Source: an optimization exercise on an open RTL-to-GDS flow (aim: small area, a short achievable clock period and few clock cycles per item). Production flows keep margins and buffers that such runs may drop. RTL that was checked went through simulation tests only; none was proved equivalent to the original. No activity file was given, so power comes from the tool's default toggle rates.

Setup of job 1371:
==> module prime_finder, before the edit <==
module prime_finder(
	input              clk,
	input              rst,
	input              start,
	input      [15:0]  n,
	output             done,
	output             is_prime,
	output     [15:0]  prime
);
wire       h3 = n[15];
wire [3:0] h2 = n[14:11];
wire [3:0] h1 = n[10:7];
wire [3:0] h0 = n[6:3];
wire [4:0] t01 = {1'b0, h0} + {1'b0, h1};
wire [4:0] t23 = {1'b0, h2} + {4'd0, h3};
wire [5:0] tt = {1'b0, t01} + {1'b0, t23};
wire [1:0] tu;     
wire [3:0] mh;     
tab_t15 t_t15(.a(tt), .d({tu, mh}));
wire [4:0] b21 = {1'b0, h2} + {1'b0, h1} + {4'd0, h3};
wire [9:0] nb = {1'b0, h3, 3'd0, h3, 4'd0} + {2'd0, h2, 4'd0} + {5'd0, b21};    
wire [9:0] nb1 = nb + 10'd1;
wire [9:0] nb2 = nb + 10'd2;
wire [9:0] nb3 = nb + 10'd3;
wire [9:0] a_c = tu[1] ? (tu[0] ? nb3 : nb2) : (tu[0] ? nb1 : nb);     
wire [4:0] p_c;    
wire       rc_c;   
tab_pos t_pos(.a({mh, n[2:0]}), .d({rc_c, p_c}));
wire       n_small = (n < 16'd6);
wire       n_wrap  = (n > 16'd65521);
wire [1:0] sp_c  = n_wrap ? 2'd1 : !n_small ? 2'd0 : (n <= 16'd2) ? 2'd1 : (n == 16'd3) ? 2'd2 : 2'd3;
wire       spp_c = (n == 16'd2) | (n == 16'd3) | (n == 16'd5);
reg [9:0]  A;
reg [4:0]  p;
reg        rc;
reg [1:0]  sp;
reg        spp;
reg        busy;
reg        done_q, isp_q;
reg [6:0]  c_q;      
wire [31:0] v;
prime_rom rom(.a(A), .d(v));
wire [31:0] vm = v & ({32{1'b1}} << p);    
wire [15:0] e1a; wire [15:0] e1i;
wire [7:0]  e2a; wire [15:0] e2i;
wire [3:0]  e3a; wire [11:0] e3i;
wire [1:0]  e4a; wire [7:0]  e4i;
genvar g;
generate
	for (g = 0; g < 16; g = g + 1) begin : l1
		assign e1a[g] = vm[2*g] | vm[2*g+1];
		assign e1i[g] = ~vm[2*g];
	end
	for (g = 0; g < 8; g = g + 1) begin : l2
		assign e2a[g] = e1a[2*g] | e1a[2*g+1];
		assign e2i[2*g+1:2*g] = e1a[2*g] ? {1'b0, e1i[2*g]} : {1'b1, e1i[2*g+1]};
	end
	for (g = 0; g < 4; g = g + 1) begin : l3
		assign e3a[g] = e2a[2*g] | e2a[2*g+1];
		assign e3i[3*g+2:3*g] = e2a[2*g] ? {1'b0, e2i[4*g+1:4*g]} : {1'b1, e2i[4*g+3:4*g+2]};
	end
	for (g = 0; g < 2; g = g + 1) begin : l4
		assign e4a[g] = e3a[2*g] | e3a[2*g+1];
		assign e4i[4*g+3:4*g] = e3a[2*g] ? {1'b0, e3i[6*g+2:6*g]} : {1'b1, e3i[6*g+5:6*g+3]};
	end
endgenerate
wire       fany = e4a[0] | e4a[1];
wire [4:0] fk = e4a[0] ? {1'b0, e4i[3:0]} : {1'b1, e4i[7:4]};
wire       found = fany | (sp != 2'd0);
wire [6:0] c;                                
tab_off t_off(.a(fk), .d(c));
wire        isp_c = (sp == 2'd0) ? (rc & fany & (fk == p)) : spp;
wire [13:0] phi = {A, c_q[6:3]} - {4'd0, A};    
wire [15:0] prime_o = (sp == 2'd0) ? {phi[12:0], c_q[2:0]} : (sp == 2'd1) ? 16'd2 : (sp == 2'd2) ? 16'd3 : 16'd5;
always @(posedge clk) begin
	if (start) begin
		A   <= a_c;
		p   <= p_c;
		rc  <= rc_c;
		sp  <= sp_c;
		spp <= spp_c;
	end else if (busy & ~found) begin    
		A   <= A + 10'd1;
		p   <= 5'd0;
		rc  <= 1'b0;
	end
	busy    <= ~rst & (start | (busy & ~found));
	done_q  <= ~rst & ~start & (done_q | (busy & found));
	c_q     <= c;
	isp_q   <= isp_c;
end
assign done = done_q;
assign is_prime = isp_q;
assign prime = prime_o;
endmodule
clock: 8.0 ns
lec_check: 0
abc_area: 1
cap_margin: 20
core_margin: 2
core_utilization: 15
gpl_routability_driven: 1
place_density: 0.22
setup_slack_margin: 3.0
slew_margin: 20
run.sh (not shown) runs the stock make flow with config.mk's settings and CLKGATE_MAP_FILE= SYNTH_SCRIPT=/design/flow/synth_recipe.tcl, a recipe that flattens the netlist after the stock synthesis.
Testbench counts of job 1371, summed over its fixed seeds: cycles 153, items 72.
diff inputs: job 1371 => job 4236
diff --git a/flow/design.v b/flow/design.v
--- a/flow/design.v
+++ b/flow/design.v
@@ -38,5 +38,5 @@
 reg        busy;
 reg        done_q, isp_q;
-reg [6:0]  c_q;      
+reg [4:0]  k_q;      
 wire [31:0] v;
 prime_rom rom(.a(A), .d(v));
@@ -69,8 +69,8 @@
 wire       found = fany | (sp != 2'd0);
 wire [6:0] c;                                
-tab_off t_off(.a(fk), .d(c));
+tab_off t_off(.a(k_q), .d(c));
 wire        isp_c = (sp == 2'd0) ? (rc & fany & (fk == p)) : spp;
-wire [13:0] phi = {A, c_q[6:3]} - {4'd0, A};    
-wire [15:0] prime_o = (sp == 2'd0) ? {phi[12:0], c_q[2:0]} : (sp == 2'd1) ? 16'd2 : (sp == 2'd2) ? 16'd3 : 16'd5;
+wire [13:0] phi = {A, c[6:3]} - {4'd0, A};    
+wire [15:0] prime_o = (sp == 2'd0) ? {phi[12:0], c[2:0]} : (sp == 2'd1) ? 16'd2 : (sp == 2'd2) ? 16'd3 : 16'd5;
 always @(posedge clk) begin
 	if (start) begin
@@ -87,5 +87,5 @@
 	busy    <= ~rst & (start | (busy & ~found));
 	done_q  <= ~rst & ~start & (done_q | (busy & found));
-	c_q     <= c;
+	k_q     <= fk;
 	isp_q   <= isp_c;
 end
--- outcome ---
Going from job 1371 to job 4236, cell count along the critical path shrank by more than 10%. The final reports for job 4236 and job 1371 show global-route track usage on met3 lower in the former. On total non-filler cell area in the finished layout: job 4236 sits above job 1371. | count of instances resized after the clock tree is built | job 4236 vs job 1371 | about 5% higher |. Total of clock buffers placed in the layout for job 4236: 1 down relative to job 1371.
Testbench counts of job 4236, summed over its fixed seeds: cycles 153, items 72.

## v12
Another version of the RTL of prime_finder (not shown whole).
Size in the first run: roughly 4600 cells after synthesis, roughly 29 flip-flops, roughly 37 I/O pins, about 21000 um2 of cells after synthesis.
==> module prime_finder, before the edit <==
module prime_finder(
	input              clk,
	input              rst,
	input              start,
	input      [15:0]  n,
	output             done,
	output             is_prime,
	output     [15:0]  prime
);
wire [3:0] h2 = n[15:12];
wire [3:0] h1 = n[11:8];
wire [3:0] h0 = n[7:4];
wire [4:0] t01 = {1'b0, h0} + {1'b0, h1};
wire [5:0] tt = {1'b0, t01} + {2'b0, h2};
wire [1:0] tu;     
wire [3:0] mh;     
tab_t15 t_t15(.a(tt), .d({tu, mh}));
wire [8:0] nb = {1'b0, h2, 4'd0} + {5'd0, h2} + {5'd0, h1};    
wire [8:0] nb1 = nb + 9'd1;
wire [8:0] nb2 = nb + 9'd2;
wire [8:0] nb3 = nb + 9'd3;
wire [8:0] a_c = tu[1] ? (tu[0] ? nb3 : nb2) : (tu[0] ? nb1 : nb);     
wire [5:0] p_c;    
wire       rc_c;   
tab_pos t_pos(.a({mh, n[3:0]}), .d({rc_c, p_c}));
wire       n_small = (n < 16'd6);
wire       n_wrap  = (n > 16'd65521);
wire [1:0] sp_c  = n_wrap ? 2'd1 : !n_small ? 2'd0 : (n <= 16'd2) ? 2'd1 : (n == 16'd3) ? 2'd2 : 2'd3;
wire       spp_c = (n == 16'd2) | (n == 16'd3) | (n == 16'd5);
reg [8:0]  A;
reg [5:0]  p;
reg        rc;
reg [1:0]  sp;
reg        spp;
reg        busy;
reg        done_q, isp_q;
reg [7:0]  c_q;      
wire [63:0] v;
prime_rom rom(.a(A), .d(v));
wire [63:0] vm = v & ({64{1'b1}} << p);    
wire [31:0] e1a; wire [31:0] e1i;
wire [15:0] e2a; wire [31:0] e2i;
wire [7:0]  e3a; wire [23:0] e3i;
wire [3:0]  e4a; wire [15:0] e4i;
wire [1:0]  e5a; wire [9:0]  e5i;
genvar g;
generate
	for (g = 0; g < 32; g = g + 1) begin : l1
		assign e1a[g] = vm[2*g] | vm[2*g+1];
		assign e1i[g] = ~vm[2*g];
	end
	for (g = 0; g < 16; g = g + 1) begin : l2
		assign e2a[g] = e1a[2*g] | e1a[2*g+1];
		assign e2i[2*g+1:2*g] = e1a[2*g] ? {1'b0, e1i[2*g]} : {1'b1, e1i[2*g+1]};
	end
	for (g = 0; g < 8; g = g + 1) begin : l3
		assign e3a[g] = e2a[2*g] | e2a[2*g+1];
		assign e3i[3*g+2:3*g] = e2a[2*g] ? {1'b0, e2i[4*g+1:4*g]} : {1'b1, e2i[4*g+3:4*g+2]};
	end
	for (g = 0; g < 4; g = g + 1) begin : l4
		assign e4a[g] = e3a[2*g] | e3a[2*g+1];
		assign e4i[4*g+3:4*g] = e3a[2*g] ? {1'b0, e3i[6*g+2:6*g]} : {1'b1, e3i[6*g+5:6*g+3]};
	end
	for (g = 0; g < 2; g = g + 1) begin : l5
		assign e5a[g] = e4a[2*g] | e4a[2*g+1];
		assign e5i[5*g+4:5*g] = e4a[2*g] ? {1'b0, e4i[8*g+3:8*g]} : {1'b1, e4i[8*g+7:8*g+4]};
	end
endgenerate
wire       fany = e5a[0] | e5a[1];
wire [5:0] fk = e5a[0] ? {1'b0, e5i[4:0]} : {1'b1, e5i[9:5]};
wire       found = fany | (sp != 2'd0);
wire [7:0] c;                                
tab_off t_off(.a(fk), .d(c));
wire        isp_c = (sp == 2'd0) ? (rc & fany & (fk == p)) : spp;
wire [12:0] phi = {A, c_q[7:4]} - {4'd0, A};    
wire [15:0] prime_o = (sp == 2'd0) ? {phi[11:0], c_q[3:0]} : (sp == 2'd1) ? 16'd2 : (sp == 2'd2) ? 16'd3 : 16'd5;
always @(posedge clk) begin
	if (start) begin
		A   <= a_c;
		p   <= p_c;
		rc  <= rc_c;
		sp  <= sp_c;
		spp <= spp_c;
	end else if (busy & ~found) begin    
		A   <= A + 9'd1;
		p   <= 6'd0;
		rc  <= 1'b0;
	end
	busy    <= ~rst & (start | (busy & ~found));
	done_q  <= ~rst & ~start & (done_q | (busy & found));
	c_q     <= c;
	isp_q   <= isp_c;
end
assign done = done_q;
assign is_prime = isp_q;
assign prime = prime_o;
endmodule
export LEC_CHECK = 0
export ABC_AREA = 1
export CAP_MARGIN = 20
export CORE_MARGIN = 2
export CORE_UTILIZATION = 15
export GPL_ROUTABILITY_DRIVEN = 1
export PLACE_DENSITY = 0.22
export SETUP_SLACK_MARGIN = 3.0
export SLEW_MARGIN = 20
create_clock -name core_clock -period 8.0 [get_ports {clk}]
The inputs of v26 differ from those of v12 as listed below.
--- a/flow/design.v
+++ b/flow/design.v
@@ -14,14 +14,13 @@
 wire [5:0] tt = {1'b0, t01} + {2'b0, h2};
 wire [1:0] tu;     
 wire [3:0] mh;     
 tab_t15 t_t15(.a(tt), .d({tu, mh}));
 wire [8:0] nb = {1'b0, h2, 4'd0} + {5'd0, h2} + {5'd0, h1};    
-wire [8:0] nb1 = nb + 9'd1;
-wire [8:0] nb2 = nb + 9'd2;
-wire [8:0] nb3 = nb + 9'd3;
-wire [8:0] a_c = tu[1] ? (tu[0] ? nb3 : nb2) : (tu[0] ? nb1 : nb);     
+wire [2:0] alo = {1'b0, nb[1:0]} + {1'b0, tu};
+wire [6:0] abh = nb[8:2] + 7'd1;
+wire [8:0] a_c = {alo[2] ? abh : nb[8:2], alo[1:0]};     
 wire [5:0] p_c;    
 wire       rc_c;   
 tab_pos t_pos(.a({mh, n[3:0]}), .d({rc_c, p_c}));
 wire       n_small = (n < 16'd6);
 wire       n_wrap  = (n > 16'd65521);
--- outcome ---
In the tables for v12 and v26, worst setup slack after layout reads higher with v26.
Looking at die footprint, v26 sits 0.37% lower than v12 does.
| shortest period the worst path allows | higher: v12 |
On sequential fraction of design power, v12 and v26 are basically level.
Area added between synthesis and finish, v12 and v26: larger value in v26
Detailed route, v26 vs v12: via total higher for v26
v12 and v26 ended up with nearly the same share of cell area taken by flip-flops and latches.
Compared with v12, in v26 maximum count of clock buffers along a single path ~0 delta; width of the die ~0 delta.
Function was not checked in any run of this note: the RTL went through the layout flow alone.

## afterwards: timing with drivers on the ports
No port has a modelled driver above. Below, the same layouts with a new extraction and two added sets of constraints.
Step 1 assumes that a clkbuf_16 drives the clock port and a buf_2 every other input.
Step 2, shift: input delay + t, output delay - t, t = (earliest + latest rising clock arrival at the registers) / 2. This alone moves slack from input paths to output paths.
a / b / c = ideal ports / drivers / drivers and shift; a / b = the first two.
run | t, ns | setup WS [ns] | hold WS [ns]
job 1371 | 0.360 | 2.840 / 2.840 / 2.673 | 0.527 / 0.527 / 0.527
job 4236 | 0.357 | 2.875 / 2.862 / 2.532 | 0.531 / 0.531 / 0.531
v12 | 0.378 | 2.806 / 2.823 / 2.445 | 0.452 / 0.452 / 0.452
v26 | 0.405 | 2.853 / 2.855 / 2.455 | 0.538 / 0.538 / 0.538
After both steps every run listed still meets setup and hold. For v26, which loses most, drivers alone change the setup slack by +0.002 ns; drivers and shift together by -0.398 ns.
